What follows belongs to an exercise in optimizing a design on an open flow for small area, a short achievable clock period and few clock cycles per item; a production flow would make more cautious choices.
Function was checked by simulation only, so behaviour that the tests miss may differ from the original.
No activity file was given, so power comes from the tool's default toggle rates.

--- flow/flow/run.sh ---
#!/bin/bash
# The standard layout (standard.sh), except that abc maps the logic with an
# area-oriented script (flow/area.abc) in place of ORFS's speed script, and
# that the make variables listed in flow/make_args.txt (one per line) are
# added to ORFS's make command line. The synthesis is otherwise
# synth_recipe.tcl unchanged, so the registers and their names are the
# standard synthesis's. Each tool's output goes to a log here.
set -euo pipefail
W=$PWD
{
  printf 'proc abc {args} {\n'
  printf '  set i [lsearch -exact $args -script]\n'
  printf '  if {$i >= 0} { lset args [expr {$i + 1}] %s }\n' "$W/flow/area.abc"
  printf '  yosys abc {*}$args\n'
  printf '}\n'
  cat "$W/synth_recipe.tcl"
} > "$W/area_synth.tcl"
EXTRA=""
if [[ -f "$W/flow/make_args.txt" ]]; then
  while IFS= read -r line; do
    [[ -n "$line" ]] && EXTRA+=" '$line'"
  done < "$W/flow/make_args.txt"
fi
sed -e "s#SYNTH_SCRIPT=[^ ]*synth_recipe.tcl#SYNTH_SCRIPT=$W/area_synth.tcl#" \
    -e "s#^make -C \([^ ]*\) #make -C \1$EXTRA #" "$W/standard.sh" > "$W/area_standard.sh"
grep -q "SYNTH_SCRIPT=$W/area_synth.tcl" "$W/area_standard.sh"
bash "$W/area_standard.sh" > "$W/make.log" 2>&1
--- flow/flow/area.abc ---
strash
dch
map -a
topo
stime -c
--- flow/flow/make_args.txt ---
MATCH_CELL_FOOTPRINT=0
BUFFER_PORTS_ARGS=-buffer_cell sky130_fd_sc_hd__buf_4
--- flow/standard.sh ---
#!/bin/bash
# synth_recipe.tcl (not shown) runs the flow's synth.tcl, then flattens the netlist and writes it again
# the make line also repeats each setting of config.mk as NAME=value (left out here)
make -C /OpenROAD-flow-scripts/flow DESIGN_CONFIG=/design/flow/config.mk WORK_HOME=/design/flow/orfs CLKGATE_MAP_FILE= SYNTH_SCRIPT=/design/flow/synth_recipe.tcl "${@:-finish}"
--- flow/config.mk ---
export PLATFORM = sky130hd
export DESIGN_NAME = sort_top
export DESIGN_NICKNAME = sort_top
export VERILOG_FILES = /design/flow/design.v
export SDC_FILE = /design/flow/constraint.sdc
export NUM_CORES = 4
export LEC_CHECK = 0
export CAP_MARGIN = 20
export CORE_MARGIN = 2
export CORE_UTILIZATION = 40
export CTS_CLUSTER_DIAMETER = 60
export CTS_CLUSTER_SIZE = 24
export PLACE_DENSITY = 0.5
export SETUP_SLACK_MARGIN = 4.3
export SLEW_MARGIN = 20
--- flow/constraint.sdc ---
create_clock -name core_clock -period 6.5 [get_ports {t_clk}]
set_input_delay 1.3000 -clock core_clock [delete_from_list [all_inputs] [get_ports {t_clk}]]
set_output_delay 1.3000 -clock core_clock [all_outputs]
set_load 0.01 [all_outputs]
--- flow/design.v ---
`timescale 1ns / 1ps
module sort_top ( t_go, t_rst, t_clk, t_n, t_wr_en, t_wr_addr, t_wr_data, t_sorted_data, t_done);
input t_go, t_rst, t_clk;
input [5:0] t_n;
input t_wr_en;
input [4:0] t_wr_addr;
input [7:0] t_wr_data;
output [7:0] t_sorted_data;
output t_done;
localparam R = 2;        
localparam C = 16;       
reg [7:0] v [0:R-1][0:C-1];
reg       act_e;         
reg       act_o;         
reg       merge;         
reg [3:0] calm_q;        
wire      calm1 = &calm_q;  
reg       calm2;         
reg [4:0] cnt;           
reg [4:0] rl [0:R-1];    
reg [5:0] n_q;           
reg [7:0] out_q;
reg       done_q;
reg       idle;          
function gt8(input [7:0] x, input [7:0] y);
  reg [7:0] g, l;
  reg [3:0] g1, l1;
  reg [1:0] g2, l2;
  integer i;
  begin
    g = x & ~y;
    l = ~x & y;
    for (i = 0; i < 4; i = i + 1) begin
      g1[i] = g[2*i+1] | (~l[2*i+1] & g[2*i]);
      l1[i] = l[2*i+1] | (~g[2*i+1] & l[2*i]);
    end
    for (i = 0; i < 2; i = i + 1) begin
      g2[i] = g1[2*i+1] | (~l1[2*i+1] & g1[2*i]);
      l2[i] = l1[2*i+1] | (~g1[2*i+1] & l1[2*i]);
    end
    gt8 = g2[1] | (~l2[1] & g2[0]);
  end
endfunction
wire [C-2:0] sw [0:R-1];
wire [R-1:0] row_sw;
wire [2*R-1:0] half_sw;
wire [R-1:0] hv;
wire [R-1:0] win;
reg          b_lt;
assign win[0] = hv[0] & (~hv[1] | ~b_lt);
assign win[1] = hv[1] & (~hv[0] | b_lt);
wire [R-1:0] adv;
assign adv[0] = (merge & win[0]) | sw[0][0];
assign adv[1] = (merge & win[1]) | sw[1][0];
wire b_lt_next = adv[0] ? (adv[1] ? gt8(v[0][1], v[1][1]) : gt8(v[0][1], v[1][0]))
                        : (adv[1] ? gt8(v[0][0], v[1][1]) : gt8(v[0][0], v[1][0]));
genvar r, j, q;
generate
  for (r = 0; r < R; r = r + 1) begin : g_row
    for (j = 0; j < C-1; j = j + 1) begin : g_pair
      wire act = (j % 2 == 1) ? act_o : act_e;
      assign sw[r][j] = act & (n_q > R * (j + 1) + r) & gt8(v[r][j], v[r][j+1]);
    end
    assign row_sw[r] = |sw[r];
    assign half_sw[2*r]   = |sw[r][C/2-1:0];
    assign half_sw[2*r+1] = |sw[r][C-2:C/2];
    assign hv[r] = (rl[r] != 5'd0);
  end
endgenerate
generate
  for (r = 0; r < R; r = r + 1) begin : g_rc
    for (j = 0; j < C; j = j + 1) begin : g_cell
      wire s_wr    = t_wr_en & (t_wr_addr == R * j + r);
      wire s_right = (merge & win[r]) | ((j < C-1) ? sw[r][(j < C-1) ? j : 0] : 1'b0);
      wire s_left  = (j > 0) ? sw[r][(j > 0) ? j-1 : 0] : 1'b0;
      wire s_hold  = ~(s_wr | s_right | s_left);
      wire [7:0] vr = (j < C-1) ? v[r][(j < C-1) ? j+1 : j] : 8'd0;
      wire [7:0] vf = (j > 0) ? v[r][(j > 0) ? j-1 : j] : 8'd0;
      always @(posedge t_clk)
        v[r][j] <= ({8{s_wr}} & t_wr_data) | ({8{s_right}} & vr) | ({8{s_left}} & vf) | ({8{s_hold}} & v[r][j]);
    end
    always @(posedge t_clk) begin
      if (idle)
        rl[r] <= (t_n + (R - 1 - r)) >> 1;
      else if (merge & win[r])
        rl[r] <= rl[r] - 5'd1;
    end
  end
endgenerate
wire [7:0] head_min = ({8{win[0]}} & v[0][0]) | ({8{win[1]}} & v[1][0]);
assign t_sorted_data = out_q;
assign t_done = done_q;
always @(posedge t_clk) begin
  n_q <= t_n;
  out_q <= head_min;
  b_lt <= b_lt_next;
  if (t_rst) begin
    act_e <= 1'b0;
    act_o <= 1'b0;
    merge <= 1'b0;
    idle <= 1'b1;
    done_q <= 1'b0;
  end else begin
    done_q <= merge;
    if (idle) begin
      act_e <= t_go;
      idle <= ~t_go;
      cnt <= (t_n + 6'd1) >> 1;
      calm_q <= 4'd0;
      calm2 <= 1'b0;
    end else if (act_e | act_o) begin
      calm_q <= ~half_sw;
      calm2 <= calm1;
      if (cnt == 5'd1 || (calm1 && calm2)) begin
        act_e <= 1'b0;
        act_o <= 1'b0;
        merge <= 1'b1;
      end else begin
        act_e <= act_o;
        act_o <= act_e;
        cnt <= cnt - 5'd1;
      end
    end else begin
      if ((rl[0] == 5'd1 && rl[1] == 5'd0) || (rl[0] == 5'd0 && rl[1] == 5'd1)) begin
        merge <= 1'b0;
        idle <= 1'b1;
      end
    end
  end
end
endmodule
==> impl_metrics.py, run 1 <==
metrics = {
    "global_route": {
        "grt_max_degree": 32,
        "grt_pass1_vias": 17300,
        "grt_antenna_before_repair": 0,
        "grt_pass1_wl_microns": 100000,
        "grt_overflow": 0,
        "grtUsageTotal_pct": 29.0,
    },
    "timing": {
        "slew_headroom_pct": 54.3,
        "setup_tns_ns": 0,
        "fmax_mhz": 439,
        "hold_viol_final": 0,
        "slew_viol_final": 0,
        "finalClockSkew_ns": 0.0225,
        "finalSetupViolCount": 0,
        "fin_crit_ns": 2.28,
        "finalWorstSetupSlack_ns": 4.22,
        "max_slew.worst_pin.slew_ns": 0.686,
        "final.period_utilization_pct": 35.1,
        "rsz0062_at_grt": "yes",
        "hold_slack_ns": 0.498,
    },
    "floorplanning": {
        "start_util_pct": 40.6,
        "ios": 32,
        "design.core.area_sq_um": 41000,
        "die-area_sq_um": 43300,
        "fp.dieW_microns": 208,
        "die_y_microns": 208,
        "num_rows": 74,
    },
    "outcome": {
        "status": "no timing/DRC/antenna violations",
    },
    "routing": {
        "drt-met1-wl_microns": 29700,
        "vias": 18700,
        "drc": 0,
        "wl_met3_microns": 3630,
        "wl_met2_microns": 28900,
        "dr.pass1.iters": 6,
        "routed_wl_microns": 64700,
        "drt_iter0_markers": 1550,
        "top_layer_used": "met4",
        "wl_per_cell_microns": 20.8,
        "ant_nets": 0,
        "routed_via_density": 6.00,
    },
    "critical_path": {
        "max_stage_delay_ns": 0.32,
        "path_buf_inv": 1,
        "crit_path_top_delay_cell": "dfxtp_2",
        "worstSetupEndpointType": "output pin",
        "path_cells": "buf_6",
        "path_delay_family": "flip-flops",
        "cp_data_arrival_time_ns": 0.98,
        "critPathLaunchType": "flop",
        "worstPathRequired_ns": 5.20,
        "crit_fanout": 1,
        "critPathKind": "flop to output pin",
    },
    "synthesis": {
        "synth_edf_count": 20,
        "yosysSeqAreaShare_pct": 36.8,
        "synthTopCellsByCount": "nand2_1, clkinv_1, dfxtp_1",
        "synthesis.nets": 2361,
        "synth_area_per_cell_sq_um": 7.16,
        "syn_inst": 2329,
        "synth_seq_cells": 296,
        "synth-warning-count": 3,
        "synth_top_area_share_pct": 33.2,
        "yosysMostFrequentCell": "nand2_1",
        "synth_area_leaders": "dfxtp_1, nand2_1, clkinv_1, o221ai_1, a22oi_1",
        "syn_area_sq_um": 16700,
        "ys_types": 30,
        "synthFlopType": "dfxtp_1",
        "synth_largest_area_cell": "dfxtp_1",
        "async_reset_ff_share_pct": 0,
    },
    "clock_network": {
        "hold_buffers": 0,
        "clockBufferDepth": 3,
        "htreeDepth": 2,
        "cts_root_buf": "clkbuf_16",
        "cts_tree": "done",
        "clkSinkCount": 296,
        "clkSlewWorstSetupHoldPaths_ns": 0.07,
        "clock_latency_ns": 0.56,
        "numCtsBuffers": 37,
    },
    "cells_and_area": {
        "fin_nets": 2588,
        "multi_input_area_sq_um": 10400,
        "synthToLayoutAreaGrowth_pct": 29.5,
        "fillers": 4110,
        "regArea_sq_um": 6220,
        "drive_gt1_share_pct": 25.8,
    },
    "place": {
        "port_buffers": 31,
        "dpl_worst_slack_ns": 3.14,
        "dpl.hpwl_microns": 45900,
        "gp_congestion": 0.916,
    },
    "power_and_ir_drop": {
        "p_leak_nw": 7.51,
        "power_density_nw_per_um2": 463,
        "vdd_drop_max_uv": 240,
    },
    "flow_run": {
        "cap_violations": 0,
    },
    "worst_hold_path": {
        "min_path_type": "flop to flop",
    },
}
routing by layer:
metal  global-route usage [%]  vias up
met5                        0        -
met4                     11.7        0
met3                     3.56      125
met2                     45.4      574
met1                     40.5     8933
li1                         -     9065
where the power goes:
part	internal (W)	leakage, nW	switching [W]
clock	0.00113	0.559	0.000893
combinational	0.00178	4.43	0.00265
sequential	0.00259	2.52	0.000938
layout by cell type (no fill, tap or decap), types with 20 or more instances in the layout:
cell,n
a21oi_1,95
a31oi_1,38
o2111ai_1,86
buf_4,169
o221ai_1,160
inv_2,83
o211ai_1,26
clkinv_1,254
nor2_2,38
dfxtp_1,218
o22ai_1,76
nor2_1,136
o21ai_0,87
nand2_2,50
clkinvlp_4,42
nand2_1,448
edfxtp_1,20
clkbuf_16,37
a22oi_1,140
nor2_4,64
nand3_1,58
dfxtp_2,48
area by class of cell:
class	count	share of cell area, %
clock buffers	44	4.50
inverters	382	7.44
diodes	1	0.0116
clock inverters	21	0.869
well taps	532	3.08
multi-input cells	1651	48.1
flip-flops and latches	296	28.8
repair buffers	188	7.19
state kept, by name, indices dropped and copies added, names as in the netlist:
name,flops
v,256
rl,10
out_q,8
n_q,6
cnt,5
calm_q,4
act_e,1
act_o,1
b_lt,1
calm2,1
done_q,1
idle,1
merge,1
cells by family (layout without fill, tap and decap cells):
| group | count (synthesis) | in the layout | synth area share (%) |
|---|---|---|---|
| fa+ha+maj | 9 | 9 | 0.676 |
| simple gates | 849 | 849 | 20.0 |
| buf+inv | 382 | 635 | 8.60 |
| flops | 296 | 296 | 36.8 |
| other cells | 0 | 1 | 0 |
| compound gates | 784 | 784 | 33.5 |
| xor+xnor | 9 | 9 | 0.473 |
repair_timing:
action / in CTS / in global routing
gates resized for setup: 233 / 201
setup buffers: 64 / 91
endpoints found under the setup margin: 295 / 283
pin swaps: 27 / 54
path summary, 6_finish.rpt:
check           start          endpoint  slack (ns)  cells after the start
max          out_q[3]  t_sorted_data[3]        4.22                      1
min          v[19][0]          v[18][0]        0.50                      2
max reg2reg    n_q[5]              b_lt        4.35                     12
min reg2reg  v[19][0]          v[18][0]        0.50                      2
metrics by stage:
step,total power (W),utilization (%),cell area (sq um),std cells
floorplan,0.00599,-,17000,2329
global placement,0.00718,43.6,17900,2894
detailed placement,0.00721,43.6,17900,2894
CTS,0.00959,49.5,20300,3023
global route,0.0107,52.6,21600,3114
finish,0.00998,52.6,21600,3115
Testbench counts, summed over its fixed seeds: cycles 4,189, items 1,645.
==> run 2: changes to the inputs <==
==> flow/flow/make_args.txt (replaced) <==
MATCH_CELL_FOOTPRINT=0
BUFFER_PORTS_ARGS=-buffer_cell sky130_fd_sc_hd__buf_4
CTS_ARGS=-sink_clustering_enable -repair_clock_nets -dont_use_dummy_load
--- a/flow/config.mk
+++ b/flow/config.mk
@@ -9,7 +9,5 @@
 export CORE_MARGIN = 2
 export CORE_UTILIZATION = 40
-export CTS_CLUSTER_DIAMETER = 60
-export CTS_CLUSTER_SIZE = 24
 export PLACE_DENSITY = 0.5
-export SETUP_SLACK_MARGIN = 4.3
+export SETUP_SLACK_MARGIN = 4.2
 export SLEW_MARGIN = 20
==> impl_metrics.py, run 2 <==
metrics = {
    "outcome": {
        "status": "no timing/DRC/antenna violations",
    },
    "timing": {
        "final.period_utilization_pct": 35.4,
        "finalSetupViolCount": 0,
        "setup_tns_ns": 0,
        "slew_viol_final": 0,
        "hold_viol_final": 0,
        "max_slew.worst_pin.slew_ns": 0.771,
        "rsz0062_at_grt": "yes",
        "fmax_mhz": 435,
        "slew_headroom_pct": 48.2,
        "fin_crit_ns": 2.30,
        "finalClockSkew_ns": 0.0358,
        "finalWorstSetupSlack_ns": 4.20,
    },
    "global_route": {
        "grt_max_degree": 31,
        "grt_overflow": 0,
        "grt_pass1_wl_microns": 98300,
        "grt_pass1_vias": 17100,
        "grtUsageTotal_pct": 28.4,
        "grt_antenna_before_repair": 1,
    },
    "cells_and_area": {
        "mostFrequentLayoutCells": "nand2_1, clkinv_1, dfxtp_1",
        "top_register": "v",
        "reg_top3": "v (256), rl (10), out_q (8)",
        "synthToLayoutAreaGrowth_pct": 23.8,
        "drive_gt1_share_pct": 19.0,
        "fin_nets": 2559,
        "layout_commonest_cell": "nand2_1",
        "largest_reg_flops": 256,
        "num_antenna_cells": 0,
    },
    "synthesis": {
        "synth_area_leaders": "dfxtp_1, nand2_1, clkinv_1, o221ai_1, a22oi_1",
        "yosysMostFrequentCell": "nand2_1",
        "syn_inst": 2329,
        "synth_seq_cells": 296,
        "yosysSeqAreaShare_pct": 36.8,
        "synth-warning-count": 3,
        "syn_area_sq_um": 16700,
        "synthTopCellsByCount": "nand2_1, clkinv_1, dfxtp_1",
        "synth_largest_area_cell": "dfxtp_1",
        "synthesis.nets": 2361,
        "synth_top_area_share_pct": 33.2,
        "synth_area_per_cell_sq_um": 7.16,
        "synth_edf_count": 20,
        "ys_types": 30,
        "synthFlopType": "dfxtp_1",
        "async_reset_ff_share_pct": 0,
    },
    "power_and_ir_drop": {
        "power_switching_w": 0.00423,
        "p_leak_nw": 7.14,
        "vdd_drop_max_uv": 279,
        "seqPwrFrac_pct": 36.6,
        "power.clock.fraction_pct": 18.7,
        "p_comb_share_pct": 44.7,
        "swShare_pct": 44.6,
        "internal_power_w": 0.00525,
        "power_density_nw_per_um2": 459,
    },
    "routing": {
        "ant_nets": 0,
        "drc": 0,
        "routed_wl_microns": 63700,
        "wl_per_cell_microns": 20.9,
        "vias": 18500,
        "routed_via_density": 6.06,
        "dr.pass1.iters": 6,
        "drt_iter0_markers": 1462,
    },
    "clock_network": {
        "cts_tree": "done",
        "hold_buffers": 0,
        "htreeDepth": 2,
        "clkSinkCount": 296,
        "clockBufferDepth": 3,
        "cts_root_buf": "clkbuf_16",
        "clock_latency_ns": 0.57,
        "numCtsBuffers": 37,
        "clkSlewWorstSetupHoldPaths_ns": 0.06,
    },
    "floorplanning": {
        "design.core.area_sq_um": 41000,
        "ios": 32,
        "die-area_sq_um": 43300,
        "start_util_pct": 40.6,
        "num_rows": 74,
        "fp.dieW_microns": 208,
        "die_y_microns": 208,
    },
    "flow_run": {
        "cap_violations": 0,
    },
    "critical_path": {
        "critPathKind": "flop to flop",
        "worstSetupEndpointType": "flop",
        "critPathLaunchType": "flop",
        "cp_data_arrival_time_ns": 2.75,
        "crit_fanout": 8,
        "worstPathRequired_ns": 6.95,
    },
    "place": {
        "port_buffers": 31,
        "dpl.hpwl_microns": 46000,
        "gp_congestion": 0.882,
        "dpl_worst_slack_ns": 3.16,
    },
    "worst_hold_path": {
        "min_path_type": "flop to flop",
    },
}
-- run 2: metal layers --
layer	global-route usage [%]	part of all wire, %	up-vias
met5	0	0.014	-
met4	9.70	2.9	2
met3	4.05	5.8	113
met2	45.5	45	583
met1	39.2	46	8824
li1	-	-	8996
-- run 2: path summary, 6_finish.rpt --
| kind | from | end | slack (ns) | depth (start not counted) |
|---|---|---|---|---|
| worst max-delay path | rl[1][0] | b_lt | 4.20 | 12 |
| worst min-delay path | v[15][6] | v[14][6] | 0.50 | 2 |
| worst min register to register | v[15][6] | v[14][6] | 0.50 | 2 |
| worst max register to register | rl[1][0] | b_lt | 4.20 | 12 |
-- run 2: logic make-up (layout without fill, tap and decap cells) --
family,after synthesis,count (layout),share of synthesized area [%]
compound gates,784,784,33.5
xor+xnor,9,9,0.473
fa+ha+maj,9,9,0.676
buf+inv,382,577,8.60
flops,296,296,36.8
simple gates,849,850,20.0
-- run 2: repair_timing --
action,4_1_cts,5_1_grt
cloned,1,0
pin swaps,12,36
setup buffers,29,94
endpoints found under the setup margin,276,271
resized for setup,148,153
-- run 2: power groups by stage --
stage	Sequential [W]	Clock (W)	Combinational, W
after floorplan	0.00317	0	0.00281
after global placement	0.00345	0	0.00370
after detailed placement	0.00344	0	0.00374
after CTS	0.00342	0.00181	0.00391
after global routing	0.00357	0.00187	0.00473
final	0.00347	0.00177	0.00424
-- run 2: layout make-up --
type	instances	area [sq um]
clock buffers	37	926
fillers	4135	20400
inverters	382	1550
multi-input cells	1652	10100
flip-flops and latches	296	6160
well taps	532	666
repair buffers	158	1270
-- run 2: metrics by stage --
stage	cells	area (sq um)	power, W	util (%)	hold slack (ns)
after floorplan	2329	16800	0.00598	-	0.437
after global placement	2896	17800	0.00715	43.3	0.473
after detailed placement	2896	17800	0.00718	43.3	0.489
after CTS	2963	19400	0.00914	47.3	0.503
after global routing	3057	20600	0.0102	50.3	0.526
final	3057	20600	0.00948	50.3	0.497
-- run 2: worst max-delay path: stages, from the launching register on --
cell      delay (ns)
edfxtp_1        0.43
clkinv_1        0.09
ha_1            0.20
nand3_4         0.12
a21oi_2         0.17
inv_2           0.07
nor2_1          0.15
buf_6           0.23
buf_4           0.18
nor2_4          0.04
buf_4           0.14
buf_4           0.13
a32o_1          0.24
==> run 3: changes to the inputs <==
==> flow/flow/area.abc (replaced) <==
strash
dch
map -a
strash
dch
map -a
topo
stime -c
==> flow/flow/make_args.txt (replaced) <==
MATCH_CELL_FOOTPRINT=0
BUFFER_PORTS_ARGS=-buffer_cell sky130_fd_sc_hd__buf_4
==> impl_metrics.py, run 3 <==
metrics = {
    "cells_and_area": {
        "fillers": 3869,
        "largest_reg_flops": 256,
        "synthToLayoutAreaGrowth_pct": 34.5,
        "fin_nets": 2454,
        "drive_gt1_share_pct": 29.2,
        "mostFrequentLayoutCells": "nand2_1, a22oi_1, dfxtp_1",
        "layout_commonest_cell": "nand2_1",
        "regArea_sq_um": 6220,
        "post-route-util_pct": 54.8,
        "multi_input_area_sq_um": 10400,
        "reg_top3": "v (256), rl (10), out_q (8)",
        "top_register": "v",
        "num_antenna_cells": 0,
    },
    "floorplanning": {
        "die_y_microns": 205,
        "die-area_sq_um": 42100,
        "design.core.area_sq_um": 39800,
        "start_util_pct": 40.7,
        "fp.dieW_microns": 205,
        "ios": 32,
        "num_rows": 73,
    },
    "synthesis": {
        "syn_area_sq_um": 16200,
        "synth_seq_cells": 296,
        "synth_largest_area_cell": "dfxtp_1",
        "synth_edf_count": 20,
        "synth-warning-count": 3,
        "yosysMostFrequentCell": "nand2_1",
        "synth_area_per_cell_sq_um": 7.55,
        "synth_top_area_share_pct": 34.1,
        "synthFlopType": "dfxtp_1",
        "yosysSeqAreaShare_pct": 37.8,
        "synth_simple_gate_area_share_pct": 16.8,
        "synth_area_leaders": "dfxtp_1, a22oi_1, nand2_1, clkinv_1, o211ai_1",
        "synthTopCellsByCount": "nand2_1, clkinv_1, dfxtp_1",
        "synth_top_family_by_area": "compound AO/OA/AOI/OAI gates",
        "synth_compound_area_share_pct": 37.2,
        "async_reset_ff_share_pct": 0,
        "syn_inst": 2147,
        "synth_fa_ha_area_share_pct": 0.818,
        "synth_xor_area_share_pct": 0.270,
        "synthesis.nets": 2179,
        "synthMuxAreaShare_pct": 0,
        "ys_types": 37,
    },
    "critical_path": {
        "critPathLaunchType": "primary input",
        "max_stage_delay_ns": 0.34,
        "path_buf_inv": 3,
        "timing.rr.start": "n_q[3]",
        "crit_fanout": 8,
        "worstSetupEndpointType": "flop",
        "path_cells": "buf_4, clkinv_1, nor2_2, nand2_1, nor2_4, nor3_4, buf_12, a221o_2",
        "r2r-end": "v[3][3]",
        "path_delay_family": "simple AND/OR/NAND/NOR gates",
        "reg2reg_depth": 9,
        "rrSetupSlack_ns": 4.20,
        "cp_data_arrival_time_ns": 2.81,
        "worstPathRequired_ns": 6.93,
        "critPathKind": "primary input to flop",
        "crit_path_top_delay_cell": "a221o_2",
    },
    "clock_network": {
        "cts_root_buf": "clkbuf_16",
        "cts_tree": "done",
        "clkSinkCount": 296,
        "clockBufferDepth": 3,
        "numCtsBuffers": 38,
        "clock_latency_ns": 0.57,
        "htreeDepth": 2,
        "hold_buffers": 0,
        "clkSlewWorstSetupHoldPaths_ns": 0.06,
    },
    "timing": {
        "hold_viol_final": 0,
        "max_slew.worst_pin.slew_ns": 0.729,
        "setup_tns_ns": 0,
        "rsz0062_at_grt": "yes",
        "finalClockSkew_ns": 0.0208,
        "fmax_mhz": 419,
        "slew_headroom_pct": 51.2,
        "finalSetupViolCount": 0,
        "slew_viol_final": 0,
        "fin_crit_ns": 2.39,
        "final.period_utilization_pct": 36.7,
    },
    "global_route": {
        "grt_pass1_vias": 16900,
        "gr-usage-met3_pct": 4.48,
        "grt_overflow": 0,
        "grt_pass1_wl_microns": 101000,
        "grt_max_degree": 27,
        "gr-max-usage-layer": "met2",
        "grt_antenna_before_repair": 1,
        "use_met1_pct": 44.5,
        "gr-usage-met2_pct": 46.7,
        "grtUsageTotal_pct": 30.5,
    },
    "power_and_ir_drop": {
        "vdd_drop_max_uv": 245,
        "power_density_nw_per_um2": 483,
        "p_leak_nw": 7.82,
    },
    "flow_run": {
        "cap_violations": 0,
    },
    "routing": {
        "drc": 0,
        "ant_nets": 0,
        "vias": 18500,
        "drt_iter0_markers": 1667,
        "routed_via_density": 6.21,
        "wl_per_cell_microns": 22.0,
        "dr.pass1.iters": 7,
        "routed_wl_microns": 65400,
    },
    "worst_hold_path": {
        "min_path_type": "flop to flop",
        "whs_path_depth": 2,
        "min-delay-start": "v[23][2]",
        "hold_path_end": "v[23][2]",
    },
    "place": {
        "dpl.hpwl_microns": 44900,
        "gp_congestion": 0.902,
        "port_buffers": 31,
    },
    "outcome": {
        "status": "no timing/DRC/antenna violations",
    },
}
==> run 3: worst max path at each step <==
stage | from | end | slack (ns) | depth (start not counted)
after floorplan | t_wr_en | v[3][3] | 3.79 | 6
after global placement | rl[0][0] | v[11][1] | 2.95 | 12
after detailed placement | rl[0][0] | v[11][1] | 2.92 | 12
after CTS | n_q[3] | v[4][1] | 4.17 | 9
after global routing | t_wr_en | v[5][5] | 4.07 | 11
final | t_wr_addr[1] | v[29][2] | 4.11 | 8
==> run 3: cell families after synthesis <==
logic type               after synthesis
XOR/XNOR                               5
AND/OR/NAND/NOR                      676
adder cells (fa/ha/maj)               11
flip-flops                           296
buffers and inverters                308
AO/OA/AOI/OAI                        851
==> run 3: repair_timing <==
action / 4_1_cts / 5_1_grt
hold endpoints to repair: 0 / 0
gates resized for setup: 235 / 243
pin swaps: 54 / 73
buffers inserted: 106 / 96
endpoints found under the setup margin: 290 / 267
gates cloned: 0 / 1
==> run 3: per-stage QoR <==
step | setup WS [ns] | instances | power (W) | instance area, sq um | hold slack (ns)
after floorplan | 3.79 | 2147 | 0.00626 | 16500 | 0.434
after global placement | 2.95 | 2704 | 0.00750 | 17400 | 0.483
after detailed placement | 2.92 | 2704 | 0.00752 | 17400 | 0.487
after CTS | 4.17 | 2876 | 0.00996 | 20300 | 0.500
after global routing | 4.07 | 2973 | 0.0112 | 21800 | 0.520
final | 4.11 | 2973 | 0.0105 | 21800 | 0.492
==> run 3: cell type report <==
type / instances / area share, %
clock buffer: 62 / 5.38
clock inverter: 4 / 0.252
inverter: 308 / 6.09
multi-input combinational: 1543 / 47.6
sequential: 296 / 28.5
tap: 525 / 3.01
timing repair buffer: 235 / 9.13
==> run 3: layer usage <==
| layer | up-vias | part of all wire (%) | wire length, microns |
|---|---|---|---|
| li1 | 8693 | - | - |
| met1 | 8903 | 46 | 29800 |
| met2 | 737 | 44 | 28800 |
| met3 | 128 | 7.3 | 4750 |
| met4 | 2 | 3.2 | 2120 |
| met5 | - | 0.037 | 24 |
==> run 3: where the power goes <==
group          internal [W]  switching (W)  leakage, nW
Combinational       0.00201        0.00272         4.70
Sequential          0.00262        0.00105         2.52
Clock               0.00127       0.000848        0.602
Total               0.00590        0.00462         7.82
==> run 3: worst reg2reg max path, cell delays in order (launching register included) <==
cell and delay (ns):
dfxtp_1 0.41, clkinv_1 0.21, nor2_2 0.27, nand2_1 0.14, a21oi_4 0.24, nand2_2 0.19, clkinvlp_4 0.19, nor3_4 0.08
buf_4 0.14, a221o_2 0.32
==> run 4: changes to the inputs <==
==> flow/flow/area.abc (replaced) <==
strash
dch
map -a
topo
stime -c
--- a/flow/config.mk
+++ b/flow/config.mk
@@ -8,6 +8,6 @@
 export CAP_MARGIN = 20
 export CORE_MARGIN = 2
-export CORE_UTILIZATION = 40
-export PLACE_DENSITY = 0.5
+export CORE_UTILIZATION = 35
+export PLACE_DENSITY = 0.45
 export SETUP_SLACK_MARGIN = 4.2
 export SLEW_MARGIN = 20
==> impl_metrics.py, run 4 <==
metrics = {
    "outcome": {
        "status": "no timing/DRC/antenna violations",
    },
    "critical_path": {
        "critPathLaunchType": "flop",
        "worstSetupEndpointType": "output pin",
        "worstPathRequired_ns": 5.20,
        "reg2reg_depth": 7,
        "cp_data_arrival_time_ns": 0.98,
        "crit_cells": 1,
        "r2r-end": "calm_q[2]",
        "critPathKind": "flop to output pin",
        "path_buf_inv": 1,
        "crit_fanout": 1,
        "timing.rr.start": "n_q[2]",
        "endpoint": "t_sorted_data[1]",
        "path_cells": "buf_6",
        "rrSetupSlack_ns": 4.26,
        "path_delay_family": "flip-flops",
        "max_stage_delay_ns": 0.32,
        "crit_start": "out_q[1]",
        "crit_path_top_delay_cell": "dfxtp_2",
    },
    "timing": {
        "max_slew.worst_pin.slew_ns": 0.861,
        "finalClockSkew_ns": 0.0109,
        "setup_tns_ns": 0,
        "rsz0062_at_grt": "yes",
        "finalWorstSetupSlack_ns": 4.22,
        "final.period_utilization_pct": 35.1,
        "slew_viol_final": 0,
        "hold_slack_ns": 0.494,
        "slew_headroom_pct": 42.1,
        "finalSetupViolCount": 0,
        "hold_viol_final": 0,
        "fin_crit_ns": 2.28,
        "fmax_mhz": 438,
    },
    "floorplanning": {
        "design.core.area_sq_um": 46800,
        "die-area_sq_um": 49400,
        "start_util_pct": 35.6,
        "ios": 32,
        "fp.dieW_microns": 222,
        "num_rows": 79,
        "die_y_microns": 222,
    },
    "routing": {
        "routed_via_density": 5.83,
        "routed_wl_microns": 66400,
        "drc": 0,
        "ant_nets": 0,
        "wl_per_cell_microns": 21.0,
        "drt_iter0_markers": 1529,
        "vias": 18500,
        "dr.pass1.iters": 6,
    },
    "clock_network": {
        "clock_latency_ns": 0.56,
        "numCtsBuffers": 38,
        "clkSinkCount": 296,
        "htreeDepth": 2,
        "cts_root_buf": "clkbuf_16",
        "clockBufferDepth": 3,
        "cts_tree": "done",
        "clkSlewWorstSetupHoldPaths_ns": 0.05,
    },
    "global_route": {
        "grt_overflow": 0,
        "grtUsageTotal_pct": 26.1,
        "grt_antenna_before_repair": 0,
        "grt_pass1_wl_microns": 102000,
        "grt_max_degree": 32,
        "grt_pass1_vias": 17200,
    },
    "worst_hold_path": {
        "min_path_type": "flop to flop",
    },
    "cells_and_area": {
        "layout_commonest_cell": "nand2_1",
        "fillers": 4830,
        "num_antenna_cells": 0,
        "largest_reg_flops": 256,
        "reg_top3": "v (256), rl (10), out_q (8)",
        "drive_gt1_share_pct": 20.6,
        "fin_nets": 2563,
        "synthToLayoutAreaGrowth_pct": 26.9,
        "top_register": "v",
        "post-route-util_pct": 45.2,
        "mostFrequentLayoutCells": "nand2_1, clkinv_1, dfxtp_1",
    },
    "synthesis": {
        "synth_largest_area_cell": "dfxtp_1",
        "yosysMostFrequentCell": "nand2_1",
        "synth-warning-count": 3,
        "synth_top_area_share_pct": 33.2,
        "synthesis.nets": 2361,
        "synthTopCellsByCount": "nand2_1, clkinv_1, dfxtp_1",
        "syn_area_sq_um": 16700,
        "synth_edf_count": 20,
        "ys_types": 30,
        "synth_seq_cells": 296,
        "synth_area_leaders": "dfxtp_1, nand2_1, clkinv_1, o221ai_1, a22oi_1",
        "synthFlopType": "dfxtp_1",
        "synth_area_per_cell_sq_um": 7.16,
        "async_reset_ff_share_pct": 0,
        "syn_inst": 2329,
        "yosysSeqAreaShare_pct": 36.8,
    },
    "place": {
        "port_buffers": 31,
        "dpl_worst_slack_ns": 3.23,
        "gp_congestion": 0.896,
        "dpl.hpwl_microns": 48000,
    },
    "power_and_ir_drop": {
        "p_leak_nw": 7.34,
        "power_density_nw_per_um2": 469,
        "power.total_w": 0.00991,
        "vdd_drop_max_uv": 232,
    },
    "flow_run": {
        "cap_violations": 0,
    },
}
[run 4: changes by cell type after synthesis, moves of 14 or more]
cell,delta
nand2_1,+147
a22oi_1,-100
o2111ai_1,+93
o211ai_1,-88
clkinv_1,+74
o221ai_1,+70
nor2_1,+48
o22ai_1,-36
nor3_1,-25
a31oi_1,+24
a221o_2,-21
a221oi_1,-14
[run 4: what timing repair did]
action | in CTS | in global routing
pin swaps | 12 | 38
setup endpoints to repair | 289 | 280
hold endpoints to repair | 0 | 0
cloned | 1 | 0
hold buffers | 0 | 0
buffers inserted | 41 | 87
resized for setup | 195 | 167
[run 4: report_power, final]
| group | switching [W] | internal (W) |
|---|---|---|
| Combinational | 0.00260 | 0.00168 |
| Sequential | 0.000929 | 0.00258 |
| Clock | 0.000846 | 0.00128 |
| Total | 0.00437 | 0.00553 |
[run 4: worst reg2reg max path, stage by stage, from the launching register on]
cell and delay (ns):
dfxtp_4 0.45, clkinvlp_4 0.20, nor2_2 0.21, a21oi_1 0.15, nor2_1 0.33, nand2_2 0.25, nand4_1 0.27, nor3_1 0.10
[run 4: cells by family after synthesis]
kind of cell	synth area share [%]
buf+inv	8.60
xor+xnor	0.473
fa+ha+maj	0.676
simple gates	20.0
compound gates	33.5
flops	36.8
[run 4: stage by stage]
stage,area [sq um],instances
2_1_floorplan,16800,2329
3_3_place_gp,17800,2969
3_5_place_dp,17800,2969
4_1_cts,20000,3077
5_1_grt,21100,3164
6_report,21100,3164
[run 4: area by class of cell]
type	count	area (sq um)	area share [%]
Multi-Input combinational cell	1651	10100	48.0
Sequential cell	296	6190	29.3
Inverter	382	1540	7.29
Timing Repair Buffer	162	1270	6.02
Clock buffer	62	1180	5.60
Tap cell	607	759	3.59
Clock inverter	4	46.3	0.219
[run 4: per-layer routing]
metal	track usage, %	vias to the layer above	wire [microns]
met5	0	-	0
met4	4.71	0	890
met3	4.03	66	3540
met2	43.0	501	30600
met1	36.4	8891	31400
li1	-	9003	-
[run 4: worst min-delay path by stage]
stage / to / slack, ns / startpoint / cells past startpoint
detailed placement: done_q / 0.47 / merge / 2
CTS: v[14][3] / 0.49 / v[15][3] / 2
finish: v[14][6] / 0.49 / v[15][6] / 2
global route: v[14][6] / 0.51 / v[15][6] / 2
global placement: done_q / 0.47 / merge / 2
floorplan: done_q / 0.44 / merge / 2
==> run 5: changes to the inputs <==
==> flow/flow/make_args.txt (replaced) <==
MATCH_CELL_FOOTPRINT=0
BUFFER_PORTS_ARGS=-buffer_cell sky130_fd_sc_hd__buf_4
CTS_ARGS=-sink_clustering_enable -repair_clock_nets -sink_clustering_size 40 -sink_clustering_max_diameter 80
--- a/flow/config.mk
+++ b/flow/config.mk
@@ -8,6 +8,6 @@
 export CAP_MARGIN = 20
 export CORE_MARGIN = 2
-export CORE_UTILIZATION = 35
-export PLACE_DENSITY = 0.45
+export CORE_UTILIZATION = 40
+export PLACE_DENSITY = 0.5
 export SETUP_SLACK_MARGIN = 4.2
 export SLEW_MARGIN = 20
==> impl_metrics.py, run 5 <==
metrics = {
    "routing": {
        "dr.pass1.iters": 6,
        "ant_nets": 0,
        "wl_per_cell_microns": 20.7,
        "vias": 18500,
        "routed_via_density": 6.05,
        "drc": 0,
        "routed_wl_microns": 63400,
        "drt_iter0_markers": 1584,
    },
    "clock_network": {
        "clockBufferDepth": 3,
        "clkSinkCount": 296,
        "htreeDepth": 1,
        "hold_buffers": 0,
        "cts_tree": "done",
        "numCtsBuffers": 22,
        "clock_latency_ns": 0.57,
        "clkSlewWorstSetupHoldPaths_ns": 0.10,
        "cts_root_buf": "clkbuf_16",
    },
    "floorplanning": {
        "design.core.area_sq_um": 41000,
        "die-area_sq_um": 43300,
        "fp.dieW_microns": 208,
        "num_rows": 74,
        "die_y_microns": 208,
        "start_util_pct": 40.6,
        "ios": 32,
    },
    "timing": {
        "setup_tns_ns": 0,
        "slew_headroom_pct": 48.2,
        "finalClockSkew_ns": 0.0209,
        "rsz0062_at_grt": "yes",
        "hold_viol_final": 0,
        "fin_crit_ns": 2.32,
        "max_slew.worst_pin.slew_ns": 0.772,
        "slew_viol_final": 0,
        "finalSetupViolCount": 0,
        "final.period_utilization_pct": 35.6,
        "fmax_mhz": 432,
    },
    "worst_hold_path": {
        "min_path_type": "flop to flop",
    },
    "cells_and_area": {
        "final_area_sq_um": 20500,
        "synthToLayoutAreaGrowth_pct": 23.2,
        "num_antenna_cells": 0,
        "layout_commonest_cell": "nand2_1",
        "mostFrequentLayoutCells": "nand2_1, clkinv_1, dfxtp_1",
        "fin_nets": 2542,
        "top_register": "v",
        "post-route-util_pct": 50.0,
        "drive_gt1_share_pct": 19.7,
        "reg_top3": "v (256), rl (10), out_q (8)",
        "largest_reg_flops": 256,
    },
    "critical_path": {
        "worstPathRequired_ns": 5.20,
        "worstSetupEndpointType": "output pin",
        "cp_data_arrival_time_ns": 1.02,
        "critPathLaunchType": "flop",
        "path_buf_inv": 1,
        "crit_fanout": 1,
        "max_stage_delay_ns": 0.34,
        "critPathKind": "flop to output pin",
        "path_cells": "buf_6",
        "crit_path_top_delay_cell": "dfxtp_2",
        "path_delay_family": "flip-flops",
    },
    "global_route": {
        "grt_overflow": 0,
        "grtUsageTotal_pct": 28.0,
        "grt_antenna_before_repair": 1,
        "grt_pass1_vias": 17000,
        "grt_pass1_wl_microns": 97600,
        "grt_max_degree": 31,
    },
    "place": {
        "gp_congestion": 0.882,
        "dpl-instance-area_sq_um": 17800,
        "dpl.hpwl_microns": 46000,
        "port_buffers": 31,
    },
    "power_and_ir_drop": {
        "power.total_w": 0.00926,
        "vdd_drop_max_uv": 250,
        "power_density_nw_per_um2": 451,
        "p_leak_nw": 7.07,
    },
    "synthesis": {
        "syn_area_sq_um": 16700,
        "synthTopCellsByCount": "nand2_1, clkinv_1, dfxtp_1",
        "ys_types": 30,
        "synth_top_area_share_pct": 33.2,
        "async_reset_ff_share_pct": 0,
        "yosysSeqAreaShare_pct": 36.8,
        "synth_seq_cells": 296,
        "synth_area_leaders": "dfxtp_1, nand2_1, clkinv_1, o221ai_1, a22oi_1",
        "syn_inst": 2329,
        "synth_edf_count": 20,
        "synth_area_per_cell_sq_um": 7.16,
        "synthFlopType": "dfxtp_1",
        "synthesis.nets": 2361,
        "synth-warning-count": 3,
        "synth_largest_area_cell": "dfxtp_1",
        "yosysMostFrequentCell": "nand2_1",
    },
    "flow_run": {
        "cap_violations": 0,
    },
    "outcome": {
        "status": "no timing/DRC/antenna violations",
    },
}
[run 5: changes by cell type in the layout (fill, tap and decap cells not counted), moves of 6 or more]
| cell | before | now |
|---|---|---|
| clkbuf_16 | 41 | 23 |
| clkbuf_1 | 13 | 0 |
| buf_4 | 150 | 140 |
| inv_2 | 67 | 58 |
| clkbuf_8 | 8 | 1 |
| nand2_4 | 11 | 5 |
| o221ai_1 | 161 | 155 |
| o221ai_2 | 1 | 7 |
[run 5: layout make-up]
| type | instances | area (sq um) |
|---|---|---|
| Sequential cell | 296 | 6180 |
| Clock buffer | 24 | 589 |
| Inverter | 382 | 1550 |
| Timing Repair Buffer | 157 | 1270 |
| Tap cell | 532 | 666 |
| Multi-Input combinational cell | 1651 | 10100 |
| Clock inverter | 16 | 199 |
| Fill cell | 4158 | 20500 |
[run 5: power breakdown]
| group | internal, W | switching [W] |
|---|---|---|
| logic | 0.00167 | 0.00255 |
| registers | 0.00257 | 0.000902 |
| clock network | 0.000745 | 0.000822 |
| total | 0.00498 | 0.00427 |
[run 5: kinds of logic (layout without fill, tap and decap cells)]
kind of cell	count (synthesis)	count (layout)	share of synthesized area [%]
AO/OA/AOI/OAI	784	784	33.5
XOR/XNOR	9	9	0.473
adder cells (fa/ha/maj)	9	9	0.676
buffers and inverters	382	579	8.60
flip-flops	296	296	36.8
AND/OR/NAND/NOR	849	849	20.0
[run 5: final timing paths]
path | endpoint | depth (start not counted) | start | slack, ns
max | t_sorted_data[1] | 1 | out_q[1] | 4.18
min | v[14][6] | 2 | v[15][6] | 0.50
max reg2reg | act_e | 6 | act_e | 4.22
min reg2reg | v[14][6] | 2 | v[15][6] | 0.50
[run 5: per-stage QoR]
step	cells	hold slack (ns)	setup WS, ns
global placement	2896	0.473	3.18
finish	3058	0.503	4.18
floorplan	2329	0.437	3.97
global route	3058	0.526	4.14
detailed placement	2896	0.489	3.16
CTS	2968	0.511	4.07
[run 5: timing repair]
| item | CTS | global route |
|---|---|---|
| hold endpoints to repair | 0 | 0 |
| cloned | 0 | 1 |
| gates resized for setup | 154 | 170 |
| pin swaps | 12 | 38 |
| setup endpoints to repair | 281 | 278 |
| setup buffers | 32 | 89 |
[run 5: worst reg2reg max path, stage by stage, from the launching register on]
cell and delay, ns:
dfxtp_2 0.66, nor2_1 0.17, clkinv_1 0.09, nor2_1 0.07, nor2_1 0.58, o21ai_0 0.36
a211oi_1 0.27
[run 5: per-layer routing]
layer,routed length (microns),GRT usage [%],part of all wire (%)
met3,3570,3.34,5.6
met1,29600,39.3,47
met4,1630,7.99,2.6
met5,12,0,0.019
met2,28600,45.1,45
==> run 6: changes to the inputs <==
==> flow/flow/make_args.txt (replaced) <==
MATCH_CELL_FOOTPRINT=0
BUFFER_PORTS_ARGS=-buffer_cell sky130_fd_sc_hd__buf_4
--- a/flow/config.mk
+++ b/flow/config.mk
@@ -10,4 +10,4 @@
 export CORE_UTILIZATION = 40
 export PLACE_DENSITY = 0.5
-export SETUP_SLACK_MARGIN = 4.2
+export SETUP_SLACK_MARGIN = 4.25
 export SLEW_MARGIN = 20
==> impl_metrics.py, run 6 <==
metrics = {
    "place": {
        "port_buffers": 31,
        "dpl.hpwl_microns": 45800,
        "gp_congestion": 0.879,
    },
    "power_and_ir_drop": {
        "seqPwrFrac_pct": 35.6,
        "vdd_drop_max_uv": 195,
        "p_comb_share_pct": 44.0,
        "swShare_pct": 44.5,
        "power_density_nw_per_um2": 462,
        "internal_power_w": 0.00543,
        "p_leak_nw": 7.37,
        "power_switching_w": 0.00436,
        "power.clock.fraction_pct": 20.5,
    },
    "timing": {
        "slew_headroom_pct": 57.3,
        "rsz0062_at_grt": "yes",
        "finalSetupViolCount": 0,
        "final.period_utilization_pct": 35.2,
        "finalClockSkew_ns": 0.0189,
        "fmax_mhz": 438,
        "max_slew.worst_pin.slew_ns": 0.638,
        "fin_crit_ns": 2.29,
        "slew_viol_final": 0,
        "setup_tns_ns": 0,
        "hold_viol_final": 0,
    },
    "clock_network": {
        "htreeDepth": 2,
        "clock_latency_ns": 0.57,
        "clkSinkCount": 296,
        "numCtsBuffers": 37,
        "cts_root_buf": "clkbuf_16",
        "clockBufferDepth": 3,
        "hold_buffers": 0,
        "cts_tree": "done",
        "clkSlewWorstSetupHoldPaths_ns": 0.06,
    },
    "critical_path": {
        "rrSetupSlack_ns": 4.31,
        "critPathKind": "flop to output pin",
        "path_delay_family": "flip-flops",
        "max_stage_delay_ns": 0.32,
        "path_buf_inv": 1,
        "worstSetupEndpointType": "output pin",
        "crit_fanout": 1,
        "path_cells": "buf_6",
        "worstPathRequired_ns": 5.20,
        "crit_path_top_delay_cell": "dfxtp_2",
        "cp_data_arrival_time_ns": 0.99,
        "critPathLaunchType": "flop",
    },
    "routing": {
        "routed_via_density": 5.97,
        "drc": 0,
        "vias": 18500,
        "dr.pass1.iters": 6,
        "drt_iter0_markers": 1505,
        "routed_wl_microns": 63700,
        "ant_nets": 0,
        "wl_per_cell_microns": 20.6,
    },
    "cells_and_area": {
        "layout_commonest_cell": "nand2_1",
        "mostFrequentLayoutCells": "nand2_1, clkinv_1, dfxtp_1",
        "top_register": "v",
        "reg_top3": "v (256), rl (10), out_q (8)",
        "synthToLayoutAreaGrowth_pct": 27.0,
        "drive_gt1_share_pct": 22.9,
        "fin_nets": 2565,
        "post-route-util_pct": 51.6,
        "largest_reg_flops": 256,
    },
    "synthesis": {
        "synthFlopType": "dfxtp_1",
        "synth-warning-count": 3,
        "syn_inst": 2329,
        "ys_types": 30,
        "async_reset_ff_share_pct": 0,
        "synthTopCellsByCount": "nand2_1, clkinv_1, dfxtp_1",
        "synth_area_leaders": "dfxtp_1, nand2_1, clkinv_1, o221ai_1, a22oi_1",
        "syn_area_sq_um": 16700,
        "yosysMostFrequentCell": "nand2_1",
        "synthesis.nets": 2361,
        "synth_top_area_share_pct": 33.2,
        "synth_edf_count": 20,
        "synth_largest_area_cell": "dfxtp_1",
        "yosysSeqAreaShare_pct": 36.8,
        "synth_area_per_cell_sq_um": 7.16,
        "synth_seq_cells": 296,
    },
    "floorplanning": {
        "die_y_microns": 208,
        "design.core.area_sq_um": 41000,
        "ios": 32,
        "start_util_pct": 40.6,
        "die-area_sq_um": 43300,
        "fp.dieW_microns": 208,
        "num_rows": 74,
    },
    "global_route": {
        "grt_antenna_before_repair": 2,
        "grt_pass1_wl_microns": 98400,
        "grt_overflow": 0,
        "grt_max_degree": 31,
        "grt_pass1_vias": 17100,
        "grtUsageTotal_pct": 28.5,
    },
    "outcome": {
        "status": "no timing/DRC/antenna violations",
    },
    "flow_run": {
        "cap_violations": 0,
    },
    "worst_hold_path": {
        "min_path_type": "flop to flop",
    },
}
-- run 6: cell counts after synthesis --
No cell type changed its count.
-- run 6: timing repair --
action | CTS | global route
cloned | 0 | 0
hold endpoints to repair | 0 | 0
pin swaps | 15 | 49
buffers inserted | 52 | 80
endpoints found under the setup margin | 280 | 285
gates resized for setup | 173 | 183
-- run 6: layer usage --
metal | vias to the layer above | global-route usage, % | share of wire, %
met3 | 130 | 5.51 | 6.6
li1 | 9011 | - | -
met1 | 8764 | 39.5 | 46
met5 | - | 0 | 0.019
met4 | 2 | 11.0 | 4.2
met2 | 555 | 43.7 | 44
-- run 6: cell families after synthesis --
kind of cell,count (synthesis),synth area share [%]
adders and majority gates,9,0.676
and+or+nand+nor,849,20.0
buffers and inverters,382,8.60
xor gates and xnor gates,9,0.473
DFF,296,36.8
AOI/OAI and AO/OA,784,33.5
-- run 6: path summary, 6_finish.rpt --
kind            start               end  cells past startpoint
max          out_q[2]  t_sorted_data[2]                      1
min          v[15][6]          v[14][6]                      2
max reg2reg    n_q[0]           v[5][0]                      9
min reg2reg  v[15][6]          v[14][6]                      2
-- run 6: metrics by stage --
step	power (W)	instance area, sq um	worst slack, ns	instances	hold WS, ns
after global routing	0.0105	21200	4.17	3093	0.508
final	0.00979	21200	4.21	3094	0.486
after detailed placement	0.00721	17900	3.05	2894	0.476
after CTS	0.00944	20000	4.19	3013	0.491
after global placement	0.00719	17900	3.12	2894	0.474
after floorplan	0.00600	17000	3.97	2329	0.448
-- run 6: layout make-up --
class                      instances  area, sq um
timing repair buffer             165         1350
inverter                         382         1570
fill                            4136        19800
multi-input combinational       1651        10300
clock buffer                      56         1080
clock inverter                    11         57.6
tap                              532          666
antenna                            1         2.50
sequential                       296         6180
-- run 6: worst register-to-register path: stages, from the launching register on --
cell and delay [ns]:
dfxtp_1 0.57, clkinv_1 0.21, nor2_4 0.25, nand3_1 0.11
a21oi_1 0.25, nand2_2 0.13, clkinvlp_4 0.15, nor2_1 0.06
nand2_2 0.18, o221ai_1 0.13
-- run 6: power by group through the flow --
stage,registers (W),logic [W],clock network [W]
after floorplan,0.00317,0.00283,0
after global placement,0.00345,0.00374,0
after detailed placement,0.00345,0.00377,0
after CTS,0.00343,0.00398,0.00203
after global routing,0.00358,0.00481,0.00210
final,0.00348,0.00430,0.00200
==> run 7: changes to the inputs <==
--- a/flow/config.mk
+++ b/flow/config.mk
@@ -9,5 +9,6 @@
 export CORE_MARGIN = 2
 export CORE_UTILIZATION = 40
+export GPL_ROUTABILITY_DRIVEN = 0
 export PLACE_DENSITY = 0.5
-export SETUP_SLACK_MARGIN = 4.25
+export SETUP_SLACK_MARGIN = 4.2
 export SLEW_MARGIN = 20
==> impl_metrics.py, run 7 <==
metrics = {
    "cells_and_area": {
        "synthToLayoutAreaGrowth_pct": 26.6,
        "regArea_sq_um": 6170,
        "finalNonFillerCells": 3088,
        "top_register": "v",
        "layout_commonest_cell": "nand2_1",
        "fin_nets": 2565,
        "num_antenna_cells": 0,
        "drive_gt1_share_pct": 21.5,
        "fillers": 4075,
        "multi_input_area_sq_um": 10200,
        "largest_reg_flops": 256,
        "reg_top3": "v (256), rl (10), out_q (8)",
        "mostFrequentLayoutCells": "nand2_1, clkinv_1, dfxtp_1",
    },
    "power_and_ir_drop": {
        "power.total_w": 0.00978,
        "internal_power_w": 0.00545,
        "vdd_drop_max_uv": 228,
        "seqPwrFrac_pct": 35.5,
        "power_density_nw_per_um2": 463,
        "p_leak_nw": 7.32,
        "power.clock.fraction_pct": 20.3,
        "swShare_pct": 44.3,
        "p_comb_share_pct": 44.2,
        "power_switching_w": 0.00433,
    },
    "synthesis": {
        "synth_largest_area_cell": "dfxtp_1",
        "synth_seq_cells": 296,
        "synthFlopType": "dfxtp_1",
        "synthesis.nets": 2361,
        "synthTopCellsByCount": "nand2_1, clkinv_1, dfxtp_1",
        "syn_inst": 2329,
        "synth-warning-count": 3,
        "async_reset_ff_share_pct": 0,
        "ys_types": 30,
        "yosysMostFrequentCell": "nand2_1",
        "syn_area_sq_um": 16700,
        "synth_edf_count": 20,
        "synth_top_area_share_pct": 33.2,
        "synth_area_leaders": "dfxtp_1, nand2_1, clkinv_1, o221ai_1, a22oi_1",
        "synth_area_per_cell_sq_um": 7.16,
        "yosysSeqAreaShare_pct": 36.8,
    },
    "timing": {
        "max_slew.worst_pin.slew_ns": 0.713,
        "fin_crit_ns": 2.30,
        "final.period_utilization_pct": 35.4,
        "finalWorstSetupSlack_ns": 4.20,
        "setup_tns_ns": 0,
        "finalClockSkew_ns": 0.0231,
        "slew_viol_final": 0,
        "finalSetupViolCount": 0,
        "slew_headroom_pct": 52.1,
        "rsz0062_at_grt": "yes",
        "hold_viol_final": 0,
        "fmax_mhz": 435,
    },
    "critical_path": {
        "critPathLaunchType": "flop",
        "worstSetupEndpointType": "output pin",
        "worstPathRequired_ns": 5.20,
        "rrSetupSlack_ns": 4.22,
        "timing.rr.start": "v[21][2]",
        "path_cells": "buf_6",
        "reg2reg_depth": 7,
        "max_stage_delay_ns": 0.32,
        "critPathKind": "flop to output pin",
        "r2r-end": "calm_q[2]",
        "cp_data_arrival_time_ns": 1.00,
        "path_buf_inv": 1,
        "path_delay_family": "flip-flops",
        "crit_path_top_delay_cell": "dfxtp_2",
        "crit_fanout": 1,
    },
    "clock_network": {
        "cts_root_buf": "clkbuf_16",
        "hold_buffers": 0,
        "clockBufferDepth": 3,
        "clock_latency_ns": 0.56,
        "cts_tree": "done",
        "htreeDepth": 2,
        "clkSinkCount": 296,
        "numCtsBuffers": 38,
        "clkSlewWorstSetupHoldPaths_ns": 0.06,
    },
    "floorplanning": {
        "die-area_sq_um": 43300,
        "die_y_microns": 208,
        "num_rows": 74,
        "ios": 32,
        "design.core.area_sq_um": 41000,
        "fp.dieW_microns": 208,
        "start_util_pct": 40.6,
    },
    "flow_run": {
        "cap_violations": 0,
    },
    "place": {
        "port_buffers": 31,
        "dpl.hpwl_microns": 45900,
        "dpl_worst_slack_ns": 3.19,
        "dp.cells": 2897,
    },
    "routing": {
        "routed_via_density": 6.01,
        "wl_per_cell_microns": 20.6,
        "ant_nets": 0,
        "routed_wl_microns": 63500,
        "vias": 18600,
        "drc": 0,
        "dr.pass1.iters": 5,
        "drt_iter0_markers": 1324,
    },
    "global_route": {
        "grt_pass1_vias": 17500,
        "grt_max_degree": 32,
        "grt_overflow": 0,
        "grt_pass1_wl_microns": 99500,
        "grtUsageTotal_pct": 28.5,
        "grt_antenna_before_repair": 0,
    },
    "worst_hold_path": {
        "min_path_type": "flop to flop",
        "whs_path_depth": 2,
        "hold_path_end": "v[14][6]",
        "min-delay-start": "v[15][6]",
    },
    "outcome": {
        "status": "no timing/DRC/antenna violations",
    },
}
run 7: worst max path at each step:
stage	slack, ns	to	cells past startpoint	from
2_1_floorplan	3.97	v[7][0]	9	t_wr_addr[1]
3_3_place_gp	3.22	v[0][0]	14	n_q[5]
3_5_place_dp	3.19	v[0][5]	14	n_q[5]
4_1_cts	4.11	v[19][7]	12	v[20][7]
5_1_grt	4.11	v[19][5]	12	rl[1][1]
6_report	4.20	t_sorted_data[2]	1	out_q[2]
run 7: layer usage:
metal | vias up | routed length, microns | GRT usage, % | share of wire (%)
met5 | - | 0 | 0 | 0
met4 | 0 | 1750 | 9.72 | 2.8
met3 | 110 | 3330 | 3.68 | 5.2
met2 | 522 | 28900 | 45.8 | 45
met1 | 8914 | 29500 | 39.3 | 47
li1 | 9008 | - | - | -
run 7: timing repair:
action | in CTS | in global routing
gates resized for setup | 176 | 182
pin swaps | 14 | 42
endpoints found under the setup margin | 272 | 279
setup buffers | 30 | 98
run 7: kinds of logic (layout without fill, tap and decap cells):
group / Yosys count / after routing / synth area share, %
DFF: 296 / 296 / 36.8
xor gates and xnor gates: 9 / 9 / 0.473
AOI/OAI and AO/OA: 784 / 784 / 33.5
adders and majority gates: 9 / 9 / 0.676
and+or+nand+nor: 849 / 849 / 20.0
buffers and inverters: 382 / 609 / 8.60
run 7: cell type report:
cell class                 instances  share of cell area (%)
clock buffer                      57                    5.18
multi-input combinational       1651                    48.5
tap                              532                    3.16
timing repair buffer             164                    6.38
sequential                       296                    29.2
clock inverter                     6                   0.190
inverter                         382                    7.34
run 7: metrics by stage:
step | hold slack, ns | instance area [sq um] | utilization, %
CTS | 0.503 | 19700 | 48.0
floorplan | 0.437 | 16800 | -
detailed placement | 0.488 | 17800 | 43.3
global placement | 0.478 | 17800 | 43.3
global route | 0.519 | 21100 | 51.4
finish | 0.487 | 21100 | 51.4
run 7: power by group through the flow:
stage	logic, W	clock network [W]	registers (W)
finish	0.00432	0.00198	0.00347
detailed placement	0.00375	0	0.00344
floorplan	0.00281	0	0.00317
CTS	0.00391	0.00202	0.00342
global route	0.00481	0.00210	0.00357
global placement	0.00370	0	0.00345
run 7: worst reg2reg max path: stages (launching register included):
cell and delay, ns:
dfxtp_1 0.36, clkinv_1 0.23, a22oi_1 0.26, a21oi_1 0.12, o22ai_1 0.46, nand2_4 0.24, nand4_1 0.26, nor3_2 0.09
==> run 8: changes to the inputs <==
--- a/flow/config.mk
+++ b/flow/config.mk
@@ -9,5 +9,4 @@
 export CORE_MARGIN = 2
 export CORE_UTILIZATION = 40
-export GPL_ROUTABILITY_DRIVEN = 0
 export PLACE_DENSITY = 0.5
 export SETUP_SLACK_MARGIN = 4.2
==> impl_metrics.py, run 8 <==
metrics = {
    "outcome": {
        "status": "no timing/DRC/antenna violations",
    },
    "cells_and_area": {
        "fin_nets": 2549,
        "reg_top3": "v (256), rl (10), out_q (8)",
        "multi_input_area_sq_um": 10100,
        "mostFrequentLayoutCells": "nand2_1, clkinv_1, dfxtp_1",
        "fillers": 4123,
        "synthToLayoutAreaGrowth_pct": 24.8,
        "regArea_sq_um": 6160,
        "num_antenna_cells": 0,
        "largest_reg_flops": 256,
        "top_register": "v",
        "final_area_sq_um": 20800,
        "drive_gt1_share_pct": 19.1,
        "layout_commonest_cell": "nand2_1",
    },
    "critical_path": {
        "max_stage_delay_ns": 0.32,
        "critPathKind": "flop to output pin",
        "critPathLaunchType": "flop",
        "crit_fanout": 1,
        "reg2reg_depth": 12,
        "worstPathRequired_ns": 5.20,
        "path_buf_inv": 1,
        "worstSetupEndpointType": "output pin",
        "crit_path_top_delay_cell": "dfxtp_2",
        "crit_cells": 1,
        "path_cells": "buf_6",
        "cp_data_arrival_time_ns": 0.98,
        "path_delay_family": "flip-flops",
    },
    "routing": {
        "wl_per_cell_microns": 20.6,
        "routed_wl_microns": 63400,
        "drc": 0,
        "ant_nets": 0,
        "drt_iter0_markers": 1367,
        "routed_via_density": 5.97,
        "vias": 18400,
        "dr.pass1.iters": 5,
    },
    "power_and_ir_drop": {
        "internal_power_w": 0.00545,
        "p_comb_share_pct": 43.3,
        "power_switching_w": 0.00429,
        "vdd_drop_max_uv": 302,
        "power_density_nw_per_um2": 468,
        "swShare_pct": 44.1,
        "p_leak_nw": 7.23,
        "power.clock.fraction_pct": 21.1,
        "seqPwrFrac_pct": 35.6,
    },
    "floorplanning": {
        "die_y_microns": 208,
        "die-area_sq_um": 43300,
        "design.core.area_sq_um": 41000,
        "start_util_pct": 40.6,
        "fp.dieW_microns": 208,
        "ios": 32,
        "num_rows": 74,
    },
    "timing": {
        "max_slew.worst_pin.slew_ns": 0.766,
        "rsz0062_at_grt": "yes",
        "hold_slack_ns": 0.497,
        "hold_viol_final": 0,
        "finalClockSkew_ns": 0.0194,
        "slew_headroom_pct": 48.5,
        "setup_tns_ns": 0,
        "slew_viol_final": 0,
        "finalSetupViolCount": 0,
        "fmax_mhz": 438,
        "final.period_utilization_pct": 35.1,
        "finalWorstSetupSlack_ns": 4.22,
        "fin_crit_ns": 2.28,
    },
    "place": {
        "dpl.hpwl_microns": 46000,
        "dpl-instance-area_sq_um": 17800,
        "gp_congestion": 0.882,
        "dpl_worst_slack_ns": 3.16,
        "port_buffers": 31,
    },
    "global_route": {
        "grt_antenna_before_repair": 0,
        "grt_pass1_vias": 17100,
        "use_met1_pct": 39.4,
        "gr-max-usage-layer": "met2",
        "grt_overflow": 0,
        "gr-usage-met3_pct": 3.89,
        "grtUsageTotal_pct": 28.5,
        "gr-usage-met2_pct": 45.7,
        "grt_pass1_wl_microns": 98500,
        "grt_max_degree": 31,
    },
    "synthesis": {
        "synth_area_leaders": "dfxtp_1, nand2_1, clkinv_1, o221ai_1, a22oi_1",
        "synth_edf_count": 20,
        "synth-warning-count": 3,
        "yosysSeqAreaShare_pct": 36.8,
        "syn_inst": 2329,
        "synth_top_area_share_pct": 33.2,
        "synthesis.nets": 2361,
        "synth_area_per_cell_sq_um": 7.16,
        "synth_seq_cells": 296,
        "synth_largest_area_cell": "dfxtp_1",
        "syn_area_sq_um": 16700,
        "synthFlopType": "dfxtp_1",
        "ys_types": 30,
        "yosysMostFrequentCell": "nand2_1",
        "async_reset_ff_share_pct": 0,
        "synthTopCellsByCount": "nand2_1, clkinv_1, dfxtp_1",
    },
    "clock_network": {
        "clkSlewWorstSetupHoldPaths_ns": 0.06,
        "htreeDepth": 2,
        "numCtsBuffers": 37,
        "clockBufferDepth": 3,
        "cts_root_buf": "clkbuf_16",
        "cts_tree": "done",
        "clock_latency_ns": 0.56,
        "clkSinkCount": 296,
    },
    "worst_hold_path": {
        "whs_path_depth": 2,
        "min_path_type": "flop to flop",
    },
    "flow_run": {
        "cap_violations": 0,
    },
}
[run 8: cell counts after synthesis]
No cell type changed its count.
[run 8: area by class of cell]
class,instances,area share [%]
timing repair buffer,148,5.68
sequential,296,29.6
multi-input combinational,1652,48.4
clock buffer,58,5.33
inverter,382,7.44
clock inverter,9,0.349
tap,532,3.20
[run 8: per-stage QoR]
step | total power, W | instances | utilization [%]
floorplan | 0.00598 | 2329 | -
CTS | 0.00944 | 2993 | 48.0
finish | 0.00974 | 3077 | 50.7
global placement | 0.00715 | 2896 | 43.3
detailed placement | 0.00718 | 2896 | 43.3
global route | 0.0104 | 3077 | 50.7
[run 8: cells by family after synthesis]
logic type      Yosys count  synth area share (%)
xor+xnor                  9                 0.473
simple gates            849                  20.0
fa+ha+maj                 9                 0.676
flops                   296                  36.8
buf+inv                 382                  8.60
compound gates          784                  33.5
[run 8: path summary, 6_finish.rpt]
kind / startpoint / end / slack [ns]
worst max-delay path: done_q / t_done / 4.22
worst min register to register: v[15][6] / v[14][6] / 0.50
worst min-delay path: v[15][6] / v[14][6] / 0.50
worst max register to register: rl[1][0] / b_lt / 4.24
[run 8: repair_timing]
action                     4_1_cts  5_1_grt
buffers inserted                29       84
setup endpoints to repair      281      269
gates cloned                     1        0
gates resized for setup        169      140
hold buffers                     0        0
pin swaps                       13       30
[run 8: per-layer routing]
metal | vias up | wire [microns] | part of all wire [%]
met2 | 581 | 28500 | 45
li1 | 8993 | - | -
met4 | 0 | 1750 | 2.8
met1 | 8691 | 29100 | 46
met3 | 112 | 4110 | 6.5
met5 | - | 0 | 0
[run 8: power groups by stage]
| stage | Combinational, W | Clock [W] | Sequential [W] |
|---|---|---|---|
| 2_1_floorplan | 0.00281 | 0 | 0.00317 |
| 3_3_place_gp | 0.00370 | 0 | 0.00345 |
| 3_5_place_dp | 0.00374 | 0 | 0.00344 |
| 4_1_cts | 0.00392 | 0.00209 | 0.00342 |
| 5_1_grt | 0.00471 | 0.00216 | 0.00357 |
| 6_report | 0.00422 | 0.00205 | 0.00347 |

[port drivers added, routing unchanged]
No port has a modelled driver above. Below, the same layouts with a new extraction and two added sets of constraints.
Step 1 sets driving cells, clkbuf_16 on the clock port and buf_2 on the other inputs (assumed; they add their load-dependent delay and slew).
Step 2 adds t to the input delays and takes it off the output delays; t is the mean of the earliest and latest rising clock arrival at the registers after step 1. Input paths then give back, and output paths get back, about the clock's delay inside the block.
a / b / c = ideal / step 1 / step 2; a / b = the first two.
run	t, ns	setup WS [ns]	worst setup path after step 2
run 1	0.607	4.220 / 4.158 / 3.737	input to register
run 2	0.611	4.202 / 4.159 / 3.653	input to register
run 3	0.605	4.114 / 4.137 / 3.532	input to register
run 4	0.613	4.218 / 4.161 / 3.713	input to register
run 5	0.620	4.184 / 4.123 / 3.684	input to register
run 6	0.613	4.215 / 4.157 / 3.727	input to register
run 7	0.614	4.200 / 4.139 / 3.677	input to register
run 8	0.617	4.216 / 4.153 / 3.684	input to register
After both steps every run listed still meets setup and hold. For run 3, which loses most, drivers alone change the setup slack by +0.023 ns; drivers and shift together by -0.582 ns.
